Context: an optimization exercise on an open-source flow, tuned for small area, a short achievable clock period and few clock cycles per item. The choices shown serve that exercise and are no tape-out recipe.
Where RTL was checked, it was by simulation tests only, not by an equivalence proof against the original.
No activity file was given, so power comes from the tool's default toggle rates.

Design divider, start of the top module:
module divider #
(
    parameter   [16:0] REGMASK = (17'b1_1111_1111_1110_1000)
)(
    input           i_rstn          ,
    input           i_sclk          ,
    input           i_input_valid   ,
    input   [15:0]  i_dividend      ,
    input   [15:0]  i_divisor       ,
    output          o_output_valid  ,
    output  [15:0]  o_quotient      ,
    output  [15:0]  o_remainder
);
Size: about 1900 cells after synthesis, roughly 540 flip-flops, ~68 I/O pins.
Settings: LEC_CHECK=0, ABC_AREA=1, CAP_MARGIN=20, CORE_MARGIN=2, CORE_UTILIZATION=45, CTS_CLUSTER_DIAMETER=80, CTS_CLUSTER_SIZE=30, GPL_TIMING_DRIVEN=0, PLACE_DENSITY=0.6, SETUP_SLACK_MARGIN=3.3, SLEW_MARGIN=20; clock period 5.5 ns.
standard.sh (not shown) runs the stock make flow with config.mk's settings and CLKGATE_MAP_FILE= SYNTH_SCRIPT=/design/flow/synth_recipe.tcl, a recipe that flattens the netlist after the stock synthesis.
==> flow/flow/run.sh <==
#!/bin/bash
# Standard synthesis, unchanged; then the standard layout with port buffers
# that the resizer may resize (no footprint matching).
set -e
bash standard.sh synth > synth.log 2>&1
bash standard.sh MATCH_CELL_FOOTPRINT=0 "BUFFER_PORTS_ARGS=-buffer_cell sky130_fd_sc_hd__buf_4" finish > layout.log 2>&1
The starting point ran to the end with no violations.
Testbench counts at the start, summed over its fixed seeds: cycles 16,104, items 16,000.
Rerun with:
Settings changed: CORE_UTILIZATION 45 to 40, GPL_TIMING_DRIVEN 0 to unset, PLACE_DENSITY 0.6 to 0.5.
Effect: Die area went up by roughly a tenth. Via count is about the same. Register-to-register slack improved by 30 ps. Final cell count went up by a few percent.
Rerun with:
Settings changed: CORE_UTILIZATION 40 to 45, PLACE_DENSITY 0.5 to 0.6.
The new run completed with no timing, DRC or antenna violations.
Register-to-register slack got worse by 70 ps.
Worst setup slack improved by 24 ps.
Design area falls by about 1.8%.
Count of clock-buffer cells in the layout falls by 5.
Power falls by about 2.8%.
Global-route usage rises by 0.78 points.
Final cell count falls by about 3.3%.
Via count rises by about 0.36%.
Wire length falls by about 6.6%.
Core utilization rises by 5.3 points.
Die area falls by 11%.
Rerun with:
Settings changed: CAP_MARGIN 20 to 5, SLEW_MARGIN 20 to 5.
Die area does not change.
Count of clock-buffer cells in the layout is unchanged.
Flip-flop and latch count is unchanged.
Global-route usage stays the same.
Worst setup slack is unchanged.
First-iteration DRC count does not change.
Cell area stays the same.
Power is unchanged.
Worst hold slack does not change.
Rerun with:
Settings changed: CAP_MARGIN 5 to 20, CTS_CLUSTER_DIAMETER 80 to 70, CTS_CLUSTER_SIZE 30 to 24, GPL_TIMING_DRIVEN set to 0, SLEW_MARGIN 5 to 20.
What happened: Utilization grows by 0.20 points; worst setup slack loses 5.1 ps; clock power grows by about 7%; die area is unchanged; critical path depth stays the same.
Rerun with:
Settings changed: CORE_UTILIZATION 45 to 55, CTS_CLUSTER_DIAMETER 70 to 80, CTS_CLUSTER_SIZE 24 to 30, GPL_TIMING_DRIVEN 0 to unset, PLACE_DENSITY 0.6 to 0.7.
After rerunning: Utilization came out higher by 11 points. Count of clock-buffer cells in the layout falls by 6. Area after synthesis is unchanged. Wire length came out lower by 4.0%. Sequential share of layout area increases by 1.0 points. Clock skew rose by 8.1 ps. Final area went down by 1.8%. Via count rises by 0.54%. Clock power falls by 20%. Total power decreases by 6.5%. Global-route usage rises by 2.4 points.

========
divider, a different RTL version from the one above (not shown whole).
Size in the first run: about 1300 cells after synthesis, roughly 330 flip-flops, about 68 I/O pins.
==> flow/design.v (excerpt) <==
module divider #
(
    parameter   [16:0] REGMASK = (17'b1_1010_1010_1010_1000)
)(
    input           i_rstn          ,
    input           i_sclk          ,
    input           i_input_valid   ,
    input   [15:0]  i_dividend      ,
    input   [15:0]  i_divisor       ,
    output          o_output_valid  ,
    output  [15:0]  o_quotient      ,
    output  [15:0]  o_remainder
);
Settings: LEC_CHECK=0, ABC_CLOCK_PERIOD_IN_PS=2000, CAP_MARGIN=20, CORE_MARGIN=2, CORE_UTILIZATION=45, PLACE_DENSITY=0.6, SETUP_SLACK_MARGIN=3.3, SLEW_MARGIN=20; clock period 5.5 ns.
run.sh (not shown) runs the stock make flow with config.mk's settings and CLKGATE_MAP_FILE= SYNTH_SCRIPT=/design/flow/synth_recipe.tcl, a recipe that flattens the netlist after the stock synthesis.
Stock flow here: none of the scripts above is used.
==> next run, changes <==
Settings changed: ABC_CLOCK_PERIOD_IN_PS 2000 to default, SETUP_SLACK_MARGIN 3.3 to default.
Critical path depth falls by 3.
Cell area falls by 13%.
Clock skew climbs by 7.6 ps.
Total power is lower by 7.7%.
Area after synthesis does not change.
Hold slack hardly moves.
Global-route usage decreases by 1.6 points.
Cell count shrinks by 6.8%.
Routed wire length went down by 11%.
Sequential cell count does not change.
No functional check of the RTL was part of any run of this note.

[static timing again, ports no longer ideal]
Ports are ideal in the flow. The routed layouts listed here were re-timed in OpenROAD.
Step 1, drivers: a clkbuf_16 drives i_sclk and a buf_2 each remaining input, both assumed.
Step 2, shift: input delay + t, output delay - t, t = (earliest + latest rising clock arrival at the registers) / 2. This alone moves slack from input paths to output paths.
Slacks: ideal ports / drivers / drivers and shift; pairs: ideal ports / drivers.
run | shift t [ns] | setup slack, ns | clock arrival spread, ns
the first run of note 1 | 0.608 | 3.324 / 3.275 / 2.789 | 0.031 / 0.030
the second run of note 1 | 0.639 | 3.301 / 3.247 / 2.774 | 0.025 / 0.026
the third run of note 1 | 0.623 | 3.325 / 3.275 / 2.873 | 0.025 / 0.025
the fourth run of note 1 | 0.623 | 3.325 / 3.275 / 2.873 | 0.025 / 0.025
the fifth run of note 1 | 0.638 | 3.320 / 3.270 / 2.751 | 0.018 / 0.018
the sixth run of note 1 | 0.604 | 3.330 / 3.280 / 2.769 | 0.024 / 0.024
the first run of note 2 | 0.567 | 1.327 / 1.327 / 1.057 | 0.016 / 0.016
the second run of note 2 | 0.566 | 0.579 / 0.579 / 0.264 | 0.028 / 0.028
After both steps setup and hold are still met in every run listed. For the fifth run of note 1, which loses most, drivers alone change the setup slack by -0.050 ns; drivers and shift together by -0.569 ns.
